What follows belongs to an exercise in optimizing a design on an open flow for small area; a production flow would make more cautious choices.
The RTL was checked by simulation tests, not by an equivalence proof against the original design.
No activity file was given, so power comes from the tool's default toggle rates.

Design Sdram_Control, start of the top module:
module Sdram_Control (
		RESET_N, CLK,
		WR1_ADDR, WR1_MAX_ADDR, WR1_LENGTH, WR1_LOAD,
		WR1_FIFO_Q, WR1_FIFO_RUSEDW, WR1_FIFO_RDREQ,
		RD1_ADDR, RD1_MAX_ADDR, RD1_LENGTH, RD1_LOAD,
		RD1_FIFO_DATA, RD1_FIFO_WRREQ, RD1_FIFO_WUSEDW,
		SA, BA, CS_N, CKE, RAS_N, CAS_N, WE_N,
		DQ_IN, DQ_OUT, DQ_OE, DQM
);
parameter	INIT_PER	   =	24000;
parameter	REF_PER		=	1024;
parameter	SC_CL		  =	3;
parameter	SC_RCD		=	3;
parameter	SC_RRD		=	7;
parameter	SC_PM		  =	1;
parameter	SC_BL		  =	1;
parameter	SDR_BL		=	(SC_PM == 1) ? 3'b111	:
							        (SC_BL == 1) ? 3'b000	:
							        (SC_BL == 2) ? 3'b001 :
							        (SC_BL == 4) ? 3'b010 : 3'b011;
parameter	SDR_BT		=	1'b0;	 
parameter	SDR_CL		=	(SC_CL == 2) ? 3'b10 : 3'b11;
input                           RESET_N;
input                           CLK;
input   [23-1:0]            WR1_ADDR;
input   [23-1:0]            WR1_MAX_ADDR;
input          [10:0]           WR1_LENGTH;
input                           WR1_LOAD;
input   [16-1:0]            WR1_FIFO_Q;
input           [9:0]           WR1_FIFO_RUSEDW;
output                          WR1_FIFO_RDREQ;
input   [23-1:0]            RD1_ADDR;
input   [23-1:0]            RD1_MAX_ADDR;
input          [10:0]           RD1_LENGTH;
input                           RD1_LOAD;
output  [16-1:0]            RD1_FIFO_DATA;
output                          RD1_FIFO_WRREQ;
input           [9:0]           RD1_FIFO_WUSEDW;
output        [11:0]            SA;
output         [1:0]            BA;
output         [1:0]            CS_N;
output                          CKE;
output                          RAS_N;
output                          CAS_N;
output                          WE_N;
input   [16-1:0]            DQ_IN;
output  [16-1:0]            DQ_OUT;
output                          DQ_OE;
output [16/8-1:0]           DQM;
localparam [14:0] T_TOP  = INIT_PER + REF_PER + 201;    
localparam [14:0] T_REF  = REF_PER;
function automatic lt23(input [22:0] a, input [22:0] b);
	integer i; reg l;
	begin
		l = 1'b0;
  ...
clock: 10.0 ns
lec_check: 0
cap_margin: 20
core_margin: 2
core_utilization: 40
slew_margin: 20
standard.sh (not shown) runs the stock make flow with config.mk's settings and CLKGATE_MAP_FILE= SYNTH_SCRIPT=/design/flow/synth_recipe.tcl, a recipe that flattens the netlist after the stock synthesis.
==> flow/flow/run.sh <==
#!/bin/bash
# Standard ORFS layout with three changes to how it is made:
#  - synthesis maps with an area-oriented ABC script (flow/abc_area.script);
#    everything before ABC, and so every register, is the standard synthesis;
#  - the port buffers use the smallest buffer cell;
#  - clock tree sinks are clustered into fewer, larger clusters, without dummy loads.
set -euo pipefail
rm -rf scripts_abc
cp -r "$FLOW_HOME/scripts" scripts_abc
cp flow/abc_area.script scripts_abc/abc_speed.script
bash standard.sh finish \
  "SCRIPTS_DIR=$PWD/scripts_abc" \
  'BUFFER_PORTS_ARGS=-buffer_cell sky130_fd_sc_hd__buf_1' \
  'CTS_ARGS=-sink_clustering_enable -repair_clock_nets -sink_clustering_size 28 -sink_clustering_max_diameter 160 -dont_use_dummy_load -root_buf sky130_fd_sc_hd__clkbuf_4 -tree_buf sky130_fd_sc_hd__clkbuf_8 -sink_clustering_buffer sky130_fd_sc_hd__clkbuf_16' \
  > standard_make.log 2>&1
==> flow/flow/abc_area.script <==
strash
&get -n
&st
&deepsyn -T 120 -t
&dch -f
&nf -a -R 1000
&put
Next try:
--- a/flow/design.v
+++ b/flow/design.v
@@ -54,20 +54,20 @@
 output         [1:0]            CS_N;
 output                          CKE;
 output                          RAS_N;
 output                          CAS_N;
 output                          WE_N;
 input   [16-1:0]            DQ_IN;
 output  [16-1:0]            DQ_OUT;
 output                          DQ_OE;
 output [16/8-1:0]           DQM;
-localparam [14:0] T_TOP  = INIT_PER + REF_PER + 201;    
-localparam [14:0] T_REF  = REF_PER;
+localparam [15:0] T_TOP  = INIT_PER + REF_PER + 201;    
+localparam [15:0] T_REF  = REF_PER;
 function automatic lt23(input [22:0] a, input [22:0] b);
 	integer i; reg l;
 	begin
 		l = 1'b0;
 		for (i = 0; i < 23; i = i + 1)
 			l = (~a[i] & b[i]) | (~a[i] & l) | (b[i] & l);
 		lt23 = l;
 	end
 endfunction
@@ -75,24 +75,24 @@
 	integer i; reg b;
 	begin
 		b = 1'b1;
 		for (i = 0; i < 9; i = i + 1) begin
 			dec9[i] = x[i] ^ b;
 			b = b & ~x[i];
 		end
 	end
 endfunction
-function automatic [14:0] dec15(input [14:0] x);
+function automatic [15:0] dec16(input [15:0] x);
 	integer i; reg b;
 	begin
 		b = 1'b1;
-		for (i = 0; i < 15; i = i + 1) begin
-			dec15[i] = x[i] ^ b;
+		for (i = 0; i < 16; i = i + 1) begin
+			dec16[i] = x[i] ^ b;
 			b = b & ~x[i];
 		end
 	end
 endfunction
 function automatic [3:0] dec4(input [3:0] x);
 	integer i; reg b;
 	begin
 		b = 1'b1;
 		for (i = 0; i < 4; i = i + 1) begin
@@ -162,19 +162,19 @@
 	c = 1'b0;
 	for (i = 0; i < 23; i = i + 1) begin
 		nxt[i] = A[i] ^ (i < 9 ? len_s[i] : 1'b0) ^ c;
 		c = (A[i] & (i < 9 ? len_s[i] : 1'b0)) | (c & (A[i] ^ (i < 9 ? len_s[i] : 1'b0)));
 	end
 	nxt[23] = c;
 end
 wire        mflag = (max_s[22:9] == 14'd0) && lt10({1'b0, max_s[8:0]}, {1'b0, len_s});
 wire        cont  = nxt[23] ? (mflag & lt23(nxt[22:0], max_s)) : (mflag | lt23(nxt[22:0], max_s));
-reg  [14:0] T;
+reg  [15:0] T;
 reg         REF_REQ;
 wire INIT_REQ  = ~REF_REQ & (T >= REF_PER + 201) & (T <= REF_PER + INIT_PER + 200);
 wire PRECHARGE = ~REF_REQ & (T == REF_PER + 180);
 wire REFRESH   = ~REF_REQ & ((T == REF_PER + 160) | (T == REF_PER + 140) |
                              (T == REF_PER + 120) | (T == REF_PER + 100) |
                              (T == REF_PER +  80) | (T == REF_PER +  60) |
                              (T == REF_PER +  40) | (T == REF_PER +  20));
 reg do_rwa, do_refresh, do_precharge, do_load_mode;    
 reg [3:0] J;           
@@ -245,20 +245,20 @@
 		R <= len_s;
 	else if (cnt)
 		R <= dec9(R);
 	mDATAOUT <= DQ_IN;    
 end
 always @(posedge CLK)
 	if (!RESET_N) begin
 		T <= T_TOP; REF_REQ <= 1'b0;
 	end else begin
-		T          <= REF_ACK ? T_REF : dec15(T);
-		REF_REQ    <= (T == 15'd0) | (REF_REQ & ~REF_ACK);
+		T          <= REF_ACK ? T_REF : dec16(T);
+		REF_REQ    <= (T == 16'd0) | (REF_REQ & ~REF_ACK);
 	end
 always @(posedge CLK)
 	if (!RESET_N) begin
 		do_rwa <= 0; do_refresh <= 0; do_precharge <= 0; do_load_mode <= 0;
 		J <= 0; P <= 0; rw_flag <= 0; ex <= 0;
 	end else if (INIT_REQ) begin
 		do_rwa <= 0; do_refresh <= 0; do_precharge <= 0; do_load_mode <= 0;
 		J <= 0; P <= 0; rw_flag <= 0; ex <= 0;
 	end else begin
@@ -314,19 +314,19 @@
 	end
 wire s_lm    = ~s_ras & ~s_cas & ~s_we;                  
 wire s_baz   = ~s_we & (s_cas | ~s_ras);                 
 wire s_csall = (~s_ras & (~s_cas | ~s_we)) | (s_cas & ~s_we) | s_init;   
 wire s_a10   = (s_ras & ~s_cas) | (s_cas & ~s_we);       
 wire [11:0] sa_rc = s_act ? {A[19], A[18] & ~s_a10, A[17:8]} : {4'd0, A[7:0]};
 assign SA    = s_frc ? 12'h200 : s_lm ? {2'b00, SDR_CL, SDR_BT, SDR_BL} : sa_rc;
 assign BA    = s_baz ? 2'b00 : A[21:20];
 assign CS_N  = ~CKE ? 2'b01 : s_csall ? 2'b00 : {~A[22], A[22]};
-assign CKE   = ~(((T == T_TOP) | (T == T_TOP - 15'd1)) & ~REF_REQ);
+assign CKE   = ~(((T == T_TOP) | (T == T_TOP - 16'd1)) & ~REF_REQ);
 assign RAS_N = s_ras & ~s_frc;
 assign CAS_N = s_cas | s_frc;
 assign WE_N  = s_we & ~s_frc;
 wire dqm_n = (U[2] & ~(mWR & s_frc)) | rdone;
 assign DQM   = {~dqm_n, ~dqm_n};
 assign DQ_OUT = WR1_FIFO_Q;
 assign DQ_OE  = OE;
 assign WR1_FIFO_RDREQ = mWR & (U[2] | (U[1] & U[0])) & ~R[8];    
 assign RD1_FIFO_WRREQ = out_valid;
What happened:
- total power shrinks slightly
- maximum frequency is higher by a few percent
- first-iteration DRC count rose by roughly a tenth
- count of clock-buffer cells in the layout is unchanged
- sequential cell count rises by 1
- via count falls slightly
- sequential power hardly moves
- area after synthesis is higher slightly
- combinational power came out lower by a few percent
- synthesized cell count is about the same

========
## v14
Sdram_Control, a different RTL version from the one above (not shown whole).
Size: roughly 860 cells after synthesis, ~210 flip-flops, roughly 230 I/O pins, roughly 0.0094 sq mm of cells after synthesis.
export LEC_CHECK = 0
export CAP_MARGIN = 20
export CORE_MARGIN = 2
export CORE_UTILIZATION = 40
export SLEW_MARGIN = 20
create_clock -name core_clock -period 10.0 [get_ports {CLK}]
==> flow/flow/run.sh <==
#!/bin/bash
# Standard ORFS layout with three changes to how it is made:
#  - synthesis maps with an area-oriented ABC script (flow/abc_area.script);
#    everything before ABC, and so every register, is the standard synthesis;
#  - the port buffers use the smallest buffer cell;
#  - clock tree sinks are clustered into fewer, larger clusters, without dummy loads.
set -euo pipefail
rm -rf scripts_abc
cp -r "$FLOW_HOME/scripts" scripts_abc
cp flow/abc_area.script scripts_abc/abc_speed.script
bash standard.sh finish \
  "SCRIPTS_DIR=$PWD/scripts_abc" \
  'BUFFER_PORTS_ARGS=-buffer_cell sky130_fd_sc_hd__buf_1' \
  'CTS_ARGS=-sink_clustering_enable -repair_clock_nets -sink_clustering_size 28 -sink_clustering_max_diameter 160 -dont_use_dummy_load' \
  > standard_make.log 2>&1
Scripts as last shown in full above: flow/flow/abc_area.script
#### Input delta (v5 over v14)
--- a/flow/design.v
+++ b/flow/design.v
@@ -133,21 +133,22 @@
 reg  [22:0] rWR1_ADDR, rRD1_ADDR, rWR1_MAX, rRD1_MAX;
 reg   [8:0] rWR1_LEN, rRD1_LEN;
 reg         mWR, mRD;         
 reg   [2:0] U;                
 reg   [8:0] R;                
 reg         out_valid, rdone, cmd_d, CMD_ACK;
-reg         cont_r, wdone;
+reg         cont_r;
 reg  [22:0] A;                
 reg  [15:0] mDATAOUT;
 wire cnt   = U[2] | U[1];
 wire st0   = (U == 3'd0);
 wire st1   = (U == 3'd1);
 wire endc  = cnt & (R == 9'h1FB);    
 wire s_frc = cnt & (R == 9'h1FE);    
 wire rq0   = cnt & (R == 9'h000);    
+wire wdone = endc & mWR;
 wire Write = mWR & ~st0 & ~wdone;
 wire Read  = mRD & ~st0;
 wire start = st0 & (mWR | (mRD & ~rdone));
 wire idle  = ~mWR & ~mRD & st0 & ~WR1_LOAD & ~RD1_LOAD;
 wire wcond = ~lt10(WR1_FIFO_RUSEDW, {1'b0, rWR1_LEN}) && (rWR1_LEN != 9'd0);
 wire rcond = lt10(RD1_FIFO_WUSEDW, {1'b0, rRD1_LEN});
@@ -163,25 +164,26 @@
 	end
 	nxt[23] = c;
 end
 wire        mflag = (max_s[22:9] == 14'd0) && lt10({1'b0, max_s[8:0]}, {1'b0, len_s});
 wire        cont  = nxt[23] ? (mflag & lt23(nxt[22:0], max_s)) : (mflag | lt23(nxt[22:0], max_s));
 reg  [15:0] T;
-reg         REF_REQ, LOAD_MODE;
+reg         REF_REQ;
 wire INIT_REQ  = ~REF_REQ & (T >= REF_PER + 201) & (T <= REF_PER + INIT_PER + 200);
 wire PRECHARGE = ~REF_REQ & (T == REF_PER + 180);
 wire REFRESH   = ~REF_REQ & ((T == REF_PER + 160) | (T == REF_PER + 140) |
                              (T == REF_PER + 120) | (T == REF_PER + 100) |
                              (T == REF_PER +  80) | (T == REF_PER +  60) |
                              (T == REF_PER +  40) | (T == REF_PER +  20));
 reg do_rwa, do_refresh, do_precharge, do_load_mode;    
 reg [3:0] J;           
 reg [2:0] P;           
 reg rw_flag, ex, oe4, OE, do_rw;
 reg c_ras, c_cas, c_we;
 reg s_ras, s_cas, s_we;
+wire LOAD_MODE = ~REF_REQ & (T == REF_PER) & ~(~s_ras & ~s_cas & s_we);
 wire s_init = ~REF_REQ & (T >= REF_PER + 198) & (T <= REF_PER + INIT_PER + 197);
 wire REF_ACK = ~c_ras & ~c_cas & c_we & REF_REQ;
 wire CM_ACK = J[3] & J[0] & ~REF_ACK;
 reg [1:0] rw_shift;
 wire command_done = (J != 4'd0);
 wire rp_done      = P[2] | (P[1] & P[0]);
@@ -206,17 +208,16 @@
 		if (rdone)
 			rRD1_ADDR <= cont_r ? nxt[22:0] : RD1_ADDR;
 	end
 always @(posedge CLK)
 	if (!RESET_N) begin
 		mWR <= 1'b0; mRD <= 1'b0; U <= 3'd0;
-		out_valid <= 1'b0; rdone <= 1'b0; wdone <= 1'b0;
+		out_valid <= 1'b0; rdone <= 1'b0;
 		cmd_d <= 1'b0; CMD_ACK <= 1'b0; A <= 23'd0;
 	end else begin
 		cont_r <= cont;
-		wdone  <= mWR & cnt & (R == 9'h1FC);    
 		if (idle & wcond)
 			mWR <= 1'b1;
 		else if (idle & rcond)
 			mRD <= 1'b1;
 		if (rdone)
 			mRD <= 1'b0;
@@ -243,17 +244,16 @@
 	else if (cnt)
 		R <= dec9(R);
 	mDATAOUT <= DQ_IN;    
 end
 always @(posedge CLK)
 	if (!RESET_N) begin
-		T <= T_TOP; REF_REQ <= 1'b0; LOAD_MODE <= 1'b0;
+		T <= T_TOP; REF_REQ <= 1'b0;
 	end else begin
 		T          <= REF_ACK ? T_REF : dec16(T);
 		REF_REQ    <= (T == 16'd0) | (REF_REQ & ~REF_ACK);
-		LOAD_MODE  <= ~REF_REQ & (T == REF_PER + 1);
 	end
 always @(posedge CLK)
 	if (!RESET_N) begin
 		do_rwa <= 0; do_refresh <= 0; do_precharge <= 0; do_load_mode <= 0;
 		J <= 0; P <= 0; rw_flag <= 0; ex <= 0;
 	end else if (INIT_REQ) begin
Findings:
- v5 against v14: total power per unit cell area -0.47%; global-route usage went up; register cell area after layout shows a reduction of 0.74%.
- v5 has tightest slew margin relative to the limit above what v14 had.
- Status: fraction of power consumed by combinational cells parity (v14, v5)
- Between v14 and v5, the flow reports final cell count decreasing slightly.
- v14 and v5 ended up with roughly the same part of the power in the clock network.
- On clock period minus final worst setup slack: between v14 and v5, it ends up lower for v14.
- Delta(non-clock buffer area fraction after layout, v5 - v14) > 0
- Comparing v14 and v5, the lower number of multi-input combinational cells is on v5.
- Changes observed in v5 relative to v14: count of plain and timing-repair buffers climbed about 1%; total design power dropped about 1.3%.

static timing again, ports no longer ideal:
No port has a modelled driver above. Below, the same layouts with a new extraction and two added sets of constraints.
Step 1, drivers: a clkbuf_16 drives CLK and a buf_2 each remaining input, both assumed.
Step 2 moves the port delays by t, midway between the first and last clock arrival at a register: inputs arrive t later, outputs are due t later. That takes back most of the time a late clock gives input paths.
Three values: no drivers, after step 1, after step 2; two values: the first two.
| run | t, ns | setup slack, ns | worst hold slack (ns) | pins driven straight from the clock port |
|---|---|---|---|---|
| the first run of note 1 | 0.643 | 1.878 / 1.878 / 1.878 | 0.415 / 0.415 / 0.415 | 1 |
| the second run of note 1 | 0.635 | 2.084 / 2.084 / 2.084 | 0.422 / 0.422 / 0.422 | 1 |
| v14 | 0.503 | 2.524 / 2.524 / 2.524 | 0.423 / 0.423 / 0.423 | 1 |
| v5 | 0.488 | 2.352 / 2.352 / 2.352 | 0.439 / 0.439 / 0.439 | 1 |
After both steps every run listed still meets setup and hold.
